This is an optimization exercise on Yosys and OpenROAD, whose aim is small area and a short achievable clock period, not a production implementation. The RTL was checked by simulation tests, not by an equivalence proof against the original design.

==> run H: inputs <==
Design cpu, start of the top module:
module cpu (
    input clk,
    input reset,
    output reg [31:0] iaddr,
    input [31:0] idata,
    output reg [31:0] daddr,
    input [31:0] drdata,
    output reg [31:0] dwdata,
    output reg [3:0] dwe,
    output [32*32-1:0] registers
);
    genvar r, c;
    reg  [31:0] pc;
    wire [31:0] x [0:31];        
    generate
        for (r = 0; r < 32; r = r + 1) begin : g_out
            assign registers[32*r +: 32] = x[r];
        end
    endgenerate
    wire [4:0] op  = idata[6:2];
    wire [2:0] f3  = idata[14:12];
    wire       f7b = idata[30];
    wire [4:0] rd  = idata[11:7];
    wire [4:0] ra  = idata[19:15];
    wire [4:0] rb  = idata[24:20];
    wire is_load   = ~op[4] & ~op[3] & ~op[2];
    wire is_store  = ~op[4] &  op[3] & ~op[2];
    wire is_branch =  op[4] & ~op[0];
    wire is_jal    =  op[4] &  op[1];
    wire is_jalr   =  op[4] &  op[0] & ~op[1];
    wire is_alu    = ~op[4] &  op[2] & ~op[0];    
    wire is_op     = is_alu & op[3];
    wire is_lui    = ~op[4] &  op[3] & op[2] & op[0];
    wire is_auipc  = ~op[4] & ~op[3] & op[2] & op[0];
    wire writes_rd = ~(is_store | is_branch);
    wire [31:0] imm_i = {{20{idata[31]}}, idata[31:20]};
    wire [31:0] imm_s = {{20{idata[31]}}, idata[31:25], idata[11:7]};
    wire [31:0] imm_b = {{20{idata[31]}}, idata[7], idata[30:25], idata[11:8], 1'b0};
    wire [31:0] imm_u = {idata[31:12], 12'b0};
    wire [31:0] imm_j = {{12{idata[31]}}, idata[19:12], idata[20], idata[30:21], 1'b0};
    wire [31:0] rs1, rs2;
    wire [31:1] sa0, sb0, sa1, sb1, sa2, sb2, sa3, sb3;  
    wire [7:0]  ra_hi_n, rb_hi_n;
    wire [3:0]  ra_lo_n, rb_lo_n;
    rf_predecode u_pa (.r(ra), .hi_n(ra_hi_n), .lo_n(ra_lo_n));
    rf_predecode u_pb (.r(rb), .hi_n(rb_hi_n), .lo_n(rb_lo_n));
    generate
        for (r = 1; r < 32; r = r + 1) begin : g_sel
  ...
clock: 12.0 ns
lec_check: 0
cap_margin: 40
core_margin: 2
core_utilization: 36
cts_buf_list: sky130_fd_sc_hd__clkbuf_8
cts_cluster_diameter: 50
cts_cluster_size: 16
place_density: 0.6
setup_slack_margin: 4.5
slew_margin: 20
synth_hierarchical: 1
tns_end_percent: 10
standard.sh (not shown) runs the stock make flow with config.mk's settings and CLKGATE_MAP_FILE= SYNTH_SCRIPT=/design/flow/synth_recipe.tcl, a recipe that flattens the netlist after the stock synthesis.
==> flow/flow/run.sh <==
#!/bin/bash
# Standard ORFS layout (the standard.sh) with four changes: the port
# buffers use the smallest buffer cell, global routing reserves more of
# met1/met2 (flow/fastroute.tcl) so that detailed routing converges sooner,
# clock tree synthesis adds no dummy loads, and timing repair may resize
# cells to other footprints at every stage (the platform allows that only
# after global routing).
set -euo pipefail
HERE=$(pwd)
bash standard.sh BUFFER_PORTS_ARGS="-buffer_cell sky130_fd_sc_hd__buf_1" \
    FASTROUTE_TCL="$HERE/flow/fastroute.tcl" \
    CTS_ARGS="-sink_clustering_enable -repair_clock_nets -dont_use_dummy_load -buf_list sky130_fd_sc_hd__clkbuf_8 -sink_clustering_size 16 -sink_clustering_max_diameter 50" \
    MATCH_CELL_FOOTPRINT=0 \
    finish > make_finish.log 2>&1
==> flow/flow/fastroute.tcl <==
# Global routing resources: leave more of met1 and met2 free than the
# platform default, so that more wiring goes to the upper layers.
set_global_routing_layer_adjustment met1 0.5
set_global_routing_layer_adjustment met2 0.3
set_global_routing_layer_adjustment met3-$::env(MAX_ROUTING_LAYER) 0.15

set_routing_layers -clock $::env(MIN_CLK_ROUTING_LAYER)-$::env(MAX_ROUTING_LAYER)
set_routing_layers -signal $::env(MIN_ROUTING_LAYER)-$::env(MAX_ROUTING_LAYER)
==> run Y: changes against run H <==
--- a/flow/design.v
+++ b/flow/design.v
@@ -36,32 +36,28 @@
     wire [31:0] imm_i = {{20{idata[31]}}, idata[31:20]};
     wire [31:0] imm_s = {{20{idata[31]}}, idata[31:25], idata[11:7]};
     wire [31:0] imm_b = {{20{idata[31]}}, idata[7], idata[30:25], idata[11:8], 1'b0};
     wire [31:0] imm_u = {idata[31:12], 12'b0};
     wire [31:0] imm_j = {{12{idata[31]}}, idata[19:12], idata[20], idata[30:21], 1'b0};
     wire [31:0] rs1, rs2;
-    wire [31:1] sa0, sb0, sa1, sb1, sa2, sb2, sa3, sb3;  
+    wire [31:1] sa0, sb0, sa1, sb1;  
     wire [7:0]  ra_hi_n, rb_hi_n;
     wire [3:0]  ra_lo_n, rb_lo_n;
     rf_predecode u_pa (.r(ra), .hi_n(ra_hi_n), .lo_n(ra_lo_n));
     rf_predecode u_pb (.r(rb), .hi_n(rb_hi_n), .lo_n(rb_lo_n));
     generate
         for (r = 1; r < 32; r = r + 1) begin : g_sel
             g_nor2 u_sa0 (.a(ra_hi_n[r >> 2]), .b(ra_lo_n[r & 3]), .y(sa0[r]));
             g_nor2 u_sb0 (.a(rb_hi_n[r >> 2]), .b(rb_lo_n[r & 3]), .y(sb0[r]));
-            g_nor2_c1 u_sa1 (.a(ra_hi_n[r >> 2]), .b(ra_lo_n[r & 3]), .y(sa1[r]));
-            g_nor2_c1 u_sb1 (.a(rb_hi_n[r >> 2]), .b(rb_lo_n[r & 3]), .y(sb1[r]));
-            g_nor2_c2 u_sa2 (.a(ra_hi_n[r >> 2]), .b(ra_lo_n[r & 3]), .y(sa2[r]));
-            g_nor2_c2 u_sb2 (.a(rb_hi_n[r >> 2]), .b(rb_lo_n[r & 3]), .y(sb2[r]));
-            g_nor2_c3 u_sa3 (.a(ra_hi_n[r >> 2]), .b(ra_lo_n[r & 3]), .y(sa3[r]));
-            g_nor2_c3 u_sb3 (.a(rb_hi_n[r >> 2]), .b(rb_lo_n[r & 3]), .y(sb3[r]));
+            g_nor2_hi u_sa1 (.a(ra_hi_n[r >> 2]), .b(ra_lo_n[r & 3]), .y(sa1[r]));
+            g_nor2_hi u_sb1 (.a(rb_hi_n[r >> 2]), .b(rb_lo_n[r & 3]), .y(sb1[r]));
         end
         for (r = 0; r < 32; r = r + 1) begin : g_rd
             wire [31:1] col;
-            wire [31:1] sa = (r < 8) ? sa0 : (r < 16) ? sa1 : (r < 24) ? sa2 : sa3;
-            wire [31:1] sb = (r < 8) ? sb0 : (r < 16) ? sb1 : (r < 24) ? sb2 : sb3;
+            wire [31:1] sa = (r < 16) ? sa0 : sa1;
+            wire [31:1] sb = (r < 16) ? sb0 : sb1;
             for (c = 1; c < 32; c = c + 1) begin : g_col
                 assign col[c] = x[c][r];
             end
             wire [3:0] oa, ob;
             wire [1:0] ma, mb;
             for (c = 0; c < 3; c = c + 1) begin : g_oct
@@ -1334,13 +1330,11 @@
     g_inv   u_n_a2_2 (.a(a2_2), .y(n_a2_2));
     assign y = {n_a5_28, a5_27, n_a5_26, n_a5_25, a5_24, a5_23, n_a5_22, n_a5_21, a5_20, n_a5_19, a5_18, a5_17, n_a5_16, a4_15, n_a4_14, n_a4_13, a4_12, n_a4_11, a4_10, a4_9, n_a4_8, n_a3_7, a3_6, a3_5, n_a3_4, a2_3, n_a2_2, n_a1_1, x[0], 1'b1};
 endmodule
 module g_inv   (input a, output y);                    assign y = ~a;                    endmodule
 module g_nand2 (input a, input b, output y);           assign y = ~(a & b);              endmodule
 module g_nor2  (input a, input b, output y);           assign y = ~(a | b);              endmodule
-module g_nor2_c1 (input a, input b, output y);         assign y = ~(a | b);              endmodule
-module g_nor2_c2 (input a, input b, output y);         assign y = ~(a | b);              endmodule
-module g_nor2_c3 (input a, input b, output y);         assign y = ~(a | b);              endmodule
+module g_nor2_hi (input a, input b, output y);         assign y = ~(a | b);              endmodule
 module g_nand3 (input a, input b, input c, output y);  assign y = ~(a & b & c);          endmodule
 module g_aoi21 (input a1, input a2, input b1, output y); assign y = ~((a1 & a2) | b1);  endmodule
 module g_oai21 (input a1, input a2, input b1, output y); assign y = ~((a1 | a2) & b1);  endmodule
 module g_maj3n (input a, input b, input c, output y);  assign y = ~((a & b) | (c & (a | b))); endmodule
==> flow/config.mk (replaced) <==
export PLATFORM = sky130hd
export DESIGN_NAME = cpu
export DESIGN_NICKNAME = cpu
export VERILOG_FILES = /design/flow/design.v
export SDC_FILE = /design/flow/constraint.sdc
export NUM_CORES = 4
export LEC_CHECK = 0
export CAP_MARGIN = 20
export CORE_MARGIN = 2
export CORE_UTILIZATION = 30
export CTS_BUF_LIST = sky130_fd_sc_hd__clkbuf_8
export CTS_CLUSTER_DIAMETER = 50
export CTS_CLUSTER_SIZE = 16
export PLACE_DENSITY = 0.5
export SETUP_SLACK_MARGIN = 4.5
export SLEW_MARGIN = 20
export SYNTH_HIERARCHICAL = 1
export TNS_END_PERCENT = 10
==> results.tsv <==
metric	value	unit
postSynthAreaPerCell	9.06	µm²
grt_pass1_wl	542	mm
reg2reg_from	g_rf[17].q[1]	
multi_input_gates	4542	
status	timing/DRC/antenna clean	
taps	2355	
clkLatencyLatePin	1.02	ns
die-area	183000	µm²
sw_frac_of_total	0.357	
gp_congestion	1.06	
hpwl	294	mm
syn_area	53800	µm²
vias	64355	
-- figures above: run Y

==> results.tsv <==
metric	value	unit
status	timing/DRC/antenna clean	
postSynthAreaPerCell	8.95	µm²
grt_pass1_wl	532	mm
gp_congestion	1.11	
die-area	154000	µm²
reg2reg_from	g_rf[11].q[1]	
taps	2016	
sw_frac_of_total	0.357	
-- figures above: run H

==> separate check: timing with driven ports <==
Ports are ideal in the flow. The routed layouts listed here were re-timed in OpenROAD.
Step 1 assumes that a clkbuf_16 drives the clock port and a buf_2 every other input.
Step 2 also shifts input and output timing later by t, the mid clock arrival at the registers, as if the neighbouring blocks saw the same clock.
a / b / c = ideal ports / drivers / drivers and shift; a / b = the first two.
run | shift t [ns] | setup slack, ns | clock arrival spread, ns | cell pins on the clock port's net
run H | 0.948 | 3.706 / 3.652 / 3.334 | 0.144 / 0.145 | 1
run Y | 1.022 | 3.587 / 3.521 / 3.287 | 0.171 / 0.171 | 1
After both steps setup and hold are still met in every run listed. The setup slack of run H, which loses most, moves by -0.054 ns with the drivers and by -0.372 ns with both steps.
